This is an optimization exercise on Yosys and OpenROAD, whose aim is small area, a short achievable clock period and few clock cycles per item, not a production implementation.
Where RTL was checked, it was by simulation tests only, not by an equivalence proof against the original.
Power is estimated from default activity; no workload was simulated.

==> flow/design.v (excerpt) <==
module axi4l_slv_top #(
    parameter int ADDR_WIDTH = 12,
    parameter int DATA_WIDTH = 32
) (
    input var                     aclk,
    input var                     aresetn,
    input var  [  ADDR_WIDTH-1:0] s_axi_awaddr,
    input var  [             2:0] s_axi_awprot,
    input var                     s_axi_awvalid,
    output var                    s_axi_awready,
    input var  [  DATA_WIDTH-1:0] s_axi_wdata,
    input var  [DATA_WIDTH/8-1:0] s_axi_wstrb,
    input var                     s_axi_wvalid,
    output var                    s_axi_wready,
    output var [             1:0] s_axi_bresp,
    output var                    s_axi_bvalid,
    input var                     s_axi_bready,
    input var  [  ADDR_WIDTH-1:0] s_axi_araddr,
    input var  [             2:0] s_axi_arprot,
    input var                     s_axi_arvalid,
    output var                    s_axi_arready,
    output var [  DATA_WIDTH-1:0] s_axi_rdata,
    output var [             1:0] s_axi_rresp,
    output var                    s_axi_rvalid,
    input var                     s_axi_rready,
    output var                    irq_reg_irq,
    input var                     reg_irq_bit0,
    output var [            31:0] reg_a_b,
    input var  [            31:0] reg_c_d
);
  logic b_free, wr_hs;
  logic bvalid_q, berr_q;
  assign b_free = !bvalid_q || s_axi_bready;
  assign s_axi_awready = s_axi_wvalid && b_free;
  assign s_axi_wready = s_axi_awvalid && b_free;
  ...
Size: ~320 cells after synthesis, about 72 flip-flops, ~3200 µm² of cells after synthesis.
==> flow/config.mk <==
export PLATFORM = sky130hd
export DESIGN_NAME = axi4l_slv_top
export DESIGN_NICKNAME = axi4l_slv_top
export VERILOG_FILES = /design/flow/design.v
export SDC_FILE = /design/flow/constraint.sdc
export NUM_CORES = 4
export LEC_CHECK = 0
export CAP_MARGIN = 20
export CORE_MARGIN = 2
export CORE_UTILIZATION = 40
export SLEW_MARGIN = 20
==> flow/constraint.sdc <==
create_clock -name core_clock -period 3.0 [get_ports {aclk}]
set_input_delay 0.6000 -clock core_clock [delete_from_list [all_inputs] [get_ports {aclk}]]
set_output_delay 0.6000 -clock core_clock [all_outputs]
set_load 0.01 [all_outputs]
run.sh (not shown) runs the stock make flow with config.mk's settings and CLKGATE_MAP_FILE= SYNTH_SCRIPT=/design/flow/synth_recipe.tcl, a recipe that flattens the netlist after the stock synthesis.
The baseline finished with timing, DRC and antenna clean.
Edit:
==> flow/flow/run.sh (new file) <==
#!/bin/bash
# Standard ORFS layout, but the port buffers are small sky130 buf_1 cells
# instead of the delay buffers buffer_ports picks by default.
set -euo pipefail
export BUFFER_PORTS_ARGS="-buffer_cell sky130_fd_sc_hd__buf_1"
bash standard.sh > standard.log 2>&1
==> flow/standard.sh (new file) <==
#!/bin/bash
# synth_recipe.tcl (not shown) runs the flow's synth.tcl, then flattens the netlist and writes it again
# the make line also repeats each setting of config.mk as NAME=value (left out here)
make -C /OpenROAD-flow-scripts/flow DESIGN_CONFIG=/design/flow/config.mk WORK_HOME=/design/flow/orfs CLKGATE_MAP_FILE= SYNTH_SCRIPT=/design/flow/synth_recipe.tcl "${@:-finish}"
--- a/flow/config.mk
+++ b/flow/config.mk
@@ -7,0 +8 @@
+export ABC_AREA = 1
@@ -10,0 +12 @@
+export SETUP_SLACK_MARGIN = 1.4
removed: flow/run.sh
Non-clock buffer count drops by 1; wire length drops by 9.0%; cell count climbs by 9.6%; synthesized area is about the same; sequential power stays flat; cell area drops by 18%; combinational power drops by 38%; worst hold slack is worse by 0.095 ns.
Function was not checked in any run of this note: the RTL went through the layout flow alone.


The RTL this note starts from:
==> flow/design.v <==
`timescale 1 ns / 1 ps
`default_nettype none
module axi4l_slv_top #(
    parameter int ADDR_WIDTH = 12,
    parameter int DATA_WIDTH = 32
) (
    input var                     aclk,
    input var                     aresetn,
    input var  [  ADDR_WIDTH-1:0] s_axi_awaddr,
    input var  [             2:0] s_axi_awprot,
    input var                     s_axi_awvalid,
    output var                    s_axi_awready,
    input var  [  DATA_WIDTH-1:0] s_axi_wdata,
    input var  [DATA_WIDTH/8-1:0] s_axi_wstrb,
    input var                     s_axi_wvalid,
    output var                    s_axi_wready,
    output var [             1:0] s_axi_bresp,
    output var                    s_axi_bvalid,
    input var                     s_axi_bready,
    input var  [  ADDR_WIDTH-1:0] s_axi_araddr,
    input var  [             2:0] s_axi_arprot,
    input var                     s_axi_arvalid,
    output var                    s_axi_arready,
    output var [  DATA_WIDTH-1:0] s_axi_rdata,
    output var [             1:0] s_axi_rresp,
    output var                    s_axi_rvalid,
    input var                     s_axi_rready,
    output var                    irq_reg_irq,
    input var                     reg_irq_bit0,
    output var [            31:0] reg_a_b,
    input var  [            31:0] reg_c_d
);
  logic b_free, wr_hs;
  logic bvalid_q, bidle_q, berr_q;
  assign b_free = bidle_q || s_axi_bready;
  assign s_axi_awready = s_axi_wvalid && b_free;
  assign s_axi_wready = s_axi_awvalid && b_free;
  assign wr_hs = s_axi_awvalid && s_axi_wvalid && b_free;
  logic [9:0] wa;
  logic wa_lo;   
  assign wa = s_axi_awaddr[11:2];
  assign wa_lo = (wa[9:4] == 6'd0);
  logic wr_trap, wr_mask, wr_force, wr_trig, wr_a, wr_ok;
  assign wr_trap = wr_hs && wa_lo && (wa[3:0] == 4'd1);
  assign wr_mask = wr_hs && wa_lo && (wa[3:0] == 4'd2);
  assign wr_force = wr_hs && wa_lo && (wa[3:0] == 4'd3);
  assign wr_trig = wr_hs && wa_lo && (wa[3:0] == 4'd5);
  assign wr_a = wr_hs && wa_lo && (wa[3:0] == 4'd8);
  assign wr_ok = wa_lo && (wa[3:0] <= 4'd5 || wa[3:0] == 4'd8);
  always_ff @(posedge aclk) begin
    if (!aresetn) bvalid_q <= 1'b0;
    else if (wr_hs) bvalid_q <= 1'b1;
    else if (s_axi_bready) bvalid_q <= 1'b0;
  end
  always_ff @(posedge aclk) begin
    if (!aresetn) bidle_q <= 1'b1;
    else if (wr_hs) bidle_q <= 1'b0;
    else if (s_axi_bready) bidle_q <= 1'b1;
  end
  always_ff @(posedge aclk) begin
    if (b_free) berr_q <= !wr_ok;
  end
  assign s_axi_bvalid = bvalid_q;
  assign s_axi_bresp = {berr_q, berr_q};
  logic trap_q, mask_q, trig_q, irq_in_q;
  logic [31:0] a_q;
  logic irq_event;
  always_ff @(posedge aclk) irq_in_q <= reg_irq_bit0;
  assign irq_event = reg_irq_bit0 && (!trig_q || !irq_in_q);
  always_ff @(posedge aclk) begin
    if (!aresetn) trap_q <= 1'b0;
    else
      trap_q <= (trap_q && !(wr_trap && !s_axi_wdata[0])) || (wr_force && s_axi_wdata[0]) ||
          irq_event;
  end
  always_ff @(posedge aclk) begin
    if (!aresetn) mask_q <= 1'b0;
    else if (wr_mask) mask_q <= s_axi_wdata[0];
  end
  always_ff @(posedge aclk) begin
    if (!aresetn) trig_q <= 1'b0;
    else if (wr_trig) trig_q <= s_axi_wdata[0];
  end
  logic a_ld, a_keep;
  assign a_ld = wr_a && aresetn;
  assign a_keep = !wr_a && aresetn;
  always_ff @(posedge aclk) a_q <= ({32{a_ld}} & s_axi_wdata) | ({32{a_keep}} & a_q);
  assign reg_a_b = a_q;
  assign irq_reg_irq = trap_q && mask_q;
  logic rvalid_q, ridle_q, rerr_q, r_free;
  logic [31:0] rdata_q;
  assign r_free = ridle_q || s_axi_rready;
  assign s_axi_arready = r_free;
  logic [9:0] ra;
  logic ra_lo;
  assign ra = s_axi_araddr[11:2];
  assign ra_lo = (ra[9:4] == 6'd0);
  logic ra_ok, rd_a, rd_c;
  assign ra_ok = ra_lo && (ra[3:0] <= 4'd5 || ra[3:0] == 4'd8 || ra[3:0] == 4'd9);
  assign rd_a = ra_lo && (ra[3:0] == 4'd8);
  assign rd_c = ra_lo && (ra[3:0] == 4'd9);
  logic rd_bit0;
  always_comb begin
    case (ra[3:0])
      4'd0: rd_bit0 = trap_q && mask_q;
      4'd1: rd_bit0 = trap_q;
      4'd2: rd_bit0 = mask_q;
      4'd4: rd_bit0 = irq_in_q;
      4'd5: rd_bit0 = trig_q;
      4'd8: rd_bit0 = a_q[0];
      4'd9: rd_bit0 = reg_c_d[0];
      default: rd_bit0 = 1'b0;
    endcase
  end
  always_ff @(posedge aclk) begin
    if (!aresetn) rvalid_q <= 1'b0;
    else if (r_free) rvalid_q <= s_axi_arvalid;
  end
  always_ff @(posedge aclk) begin
    if (!aresetn) ridle_q <= 1'b1;
    else if (r_free) ridle_q <= !s_axi_arvalid;
  end
  logic ld_a, ld_c, r_keep;
  assign ld_a = r_free && rd_a;
  assign ld_c = r_free && rd_c;
  assign r_keep = !r_free;
  always_ff @(posedge aclk) begin
    rdata_q[31:1] <= ({31{ld_a}} & a_q[31:1]) | ({31{ld_c}} & reg_c_d[31:1]) |
        ({31{r_keep}} & rdata_q[31:1]);
    rdata_q[0] <= (r_free && ra_lo && rd_bit0) || (r_keep && rdata_q[0]);
  end
  always_ff @(posedge aclk) begin
    if (r_free) rerr_q <= !ra_ok;
  end
  assign s_axi_rvalid = rvalid_q;
  assign s_axi_rdata = rdata_q;
  assign s_axi_rresp = {rerr_q, rerr_q};
endmodule
`default_nettype wire
==> flow/config.mk <==
export PLATFORM = sky130hd
export DESIGN_NAME = axi4l_slv_top
export DESIGN_NICKNAME = axi4l_slv_top
export VERILOG_FILES = /design/flow/design.v
export SDC_FILE = /design/flow/constraint.sdc
export NUM_CORES = 4
export LEC_CHECK = 0
export ABC_AREA = 1
export CAP_MARGIN = 20
export CORE_MARGIN = 2
export CORE_UTILIZATION = 40
export SETUP_SLACK_MARGIN = 1.7
export SLEW_MARGIN = 20
export TNS_END_PERCENT = 0
==> flow/constraint.sdc <==
create_clock -name core_clock -period 3.0 [get_ports {aclk}]
set_input_delay 0.6000 -clock core_clock [delete_from_list [all_inputs] [get_ports {aclk}]]
set_output_delay 0.6000 -clock core_clock [all_outputs]
set_load 0.01 [all_outputs]
standard.sh (not shown) runs the stock make flow with config.mk's settings and CLKGATE_MAP_FILE= SYNTH_SCRIPT=/design/flow/synth_recipe.tcl, a recipe that flattens the netlist after the stock synthesis.
==> flow/flow/run.sh <==
#!/bin/bash
# Standard ORFS layout with these changes:
#  - synthesis maps logic with the ABC script flow/abc_area.script (when present);
#    everything before ABC, so every register and its name, is the standard synthesis;
#  - the cells listed in flow/dont_use.txt (when present) are added to the platform's
#    don't-use list, for synthesis and the resizer (slow many-input OR/NOR gates);
#  - the port buffers are sky130 buf_1 cells instead of buffer_ports' default.
set -euo pipefail
here=$PWD
rm -rf "$here/scripts_abc"
cp -r "$FLOW_HOME/scripts" "$here/scripts_abc"
if [[ -f "$here/flow/abc_area.script" ]]; then
  cp "$here/flow/abc_area.script" "$here/scripts_abc/abc_area.script"
fi
args=()
if [[ -f "$here/flow/dont_use.txt" ]]; then
  base=$(make -s -C "$FLOW_HOME" DESIGN_CONFIG="$here/config.mk" WORK_HOME="$here/orfs" print-DONT_USE_CELLS | sed -n 's/^DONT_USE_CELLS: //p')
  args+=("DONT_USE_CELLS=$base $(tr '\n' ' ' < "$here/flow/dont_use.txt")")
fi
export BUFFER_PORTS_ARGS="-buffer_cell sky130_fd_sc_hd__buf_1"
bash standard.sh SCRIPTS_DIR="$here/scripts_abc" "${args[@]}" synth > synth.log 2>&1
bash standard.sh "${args[@]}" > standard.log 2>&1
==> flow/flow/abc_area.script <==
strash
&get -n
&dch -f
&nf
&put
topo
stime -c
==> flow/flow/dont_use.txt <==
sky130_fd_sc_hd__nor3_1
sky130_fd_sc_hd__nor3_2
sky130_fd_sc_hd__nor3_4
sky130_fd_sc_hd__nor3b_1
sky130_fd_sc_hd__nor3b_2
sky130_fd_sc_hd__nor3b_4
sky130_fd_sc_hd__nor4_1
sky130_fd_sc_hd__nor4_2
sky130_fd_sc_hd__nor4_4
sky130_fd_sc_hd__nor4b_1
sky130_fd_sc_hd__nor4b_2
sky130_fd_sc_hd__nor4b_4
sky130_fd_sc_hd__nor4bb_1
sky130_fd_sc_hd__nor4bb_2
sky130_fd_sc_hd__nor4bb_4
sky130_fd_sc_hd__or3_1
sky130_fd_sc_hd__or3_2
sky130_fd_sc_hd__or3_4
sky130_fd_sc_hd__or3b_1
sky130_fd_sc_hd__or3b_2
sky130_fd_sc_hd__or3b_4
sky130_fd_sc_hd__or4_1
sky130_fd_sc_hd__or4_2
sky130_fd_sc_hd__or4_4
sky130_fd_sc_hd__or4b_1
sky130_fd_sc_hd__or4b_2
sky130_fd_sc_hd__or4b_4
sky130_fd_sc_hd__or4bb_1
sky130_fd_sc_hd__or4bb_2
sky130_fd_sc_hd__or4bb_4
Testbench counts at the start, summed over its fixed seeds: cycles 1,608, items 3,200.
==> next run, changes <==
Settings changed: CORE_UTILIZATION 40 to 50, PLACE_DENSITY set to 0.8, SETUP_SLACK_MARGIN 1.7 to 1.4, TNS_END_PERCENT 0 to unset.
The changed run passed the timing, design-rule and antenna checks.
Register-to-register slack improves by 0.02 ns.
Synthesized area is unchanged.
Die area shrinks by 19%.
Count of clock-buffer cells in the layout stays the same.
Global-route usage grows by 6.5 points.
Fmax is lower by 1.2%.
Worst setup slack degrades by 0.020 ns.
==> next run, changes <==
==> flow/flow/abc_area.script (replaced) <==
strash
&get -n
&dch -f
&nf -R 1000
&put
topo
stime -c
Settings changed: CORE_UTILIZATION 50 to 40, PLACE_DENSITY 0.8 to unset, SETUP_SLACK_MARGIN 1.4 to 1.0.
Result: The new run finished with timing, DRC and antenna clean. Routed wire length shrinks by roughly a tenth. Clock-buffer cell count is unchanged. Die area grows by about a fifth. Core utilization shrinks by 18 points.
==> next run, changes <==
==> flow/flow/abc_area.script (replaced) <==
strash
&get -n
&dch
&nf -R 1000
&put
topo
stime -c
Settings changed: SETUP_SLACK_MARGIN 1.0 to 1.4.
After rerunning:
- The changed run ran to the end with no violations
- via count went up by about 2.5%
- synthesized area hardly moves
- fmax went up by about 10%
- worst setup slack improved by 0.18 ns
- routed wire length goes up by about 9%
- die area stays flat
- global-route usage rose by 0.31 points
- sequential power is about the same
- utilization goes up by 4.3 points

static timing again, ports no longer ideal:
Ports are ideal in the flow. The routed layouts listed here were re-timed in OpenROAD. Step 1 sets driving cells, clkbuf_16 on the clock port and buf_2 on the other inputs (assumed; they add their load-dependent delay and slew). Step 2 moves the port delays by t, midway between the first and last clock arrival at a register: inputs arrive t later, outputs are due t later. That takes back most of the time a late clock gives input paths. Slacks: no drivers / after step 1 / after step 2; pairs: no drivers / after step 1.
run	t (ns)	setup slack, ns	worst hold slack (ns)	worst setup path after step 2	pins driven straight from the clock port
the first run of note 1	0.360	0.540 / 0.513 / 0.303	0.486 / 0.486 / 0.486	input to register	1
the second run of note 1	0.362	1.384 / 1.360 / 1.111	0.392 / 0.393 / 0.480	input to register	1
the first run of note 2	0.363	1.390 / 1.350 / 1.070	0.390 / 0.384 / 0.462	input to register	1
the second run of note 2	0.367	1.370 / 1.330 / 1.077	0.384 / 0.381 / 0.458	input to register	1
the third run of note 2	0.358	1.130 / 1.141 / 0.783	0.395 / 0.386 / 0.457	input to register	1
the fourth run of note 2	0.363	1.307 / 1.275 / 1.030	0.422 / 0.410 / 0.454	input to register	1
After both steps every run listed still meets setup and hold. The setup slack of the third run of note 2, which loses most, moves by +0.011 ns with the drivers and by -0.347 ns with both steps.
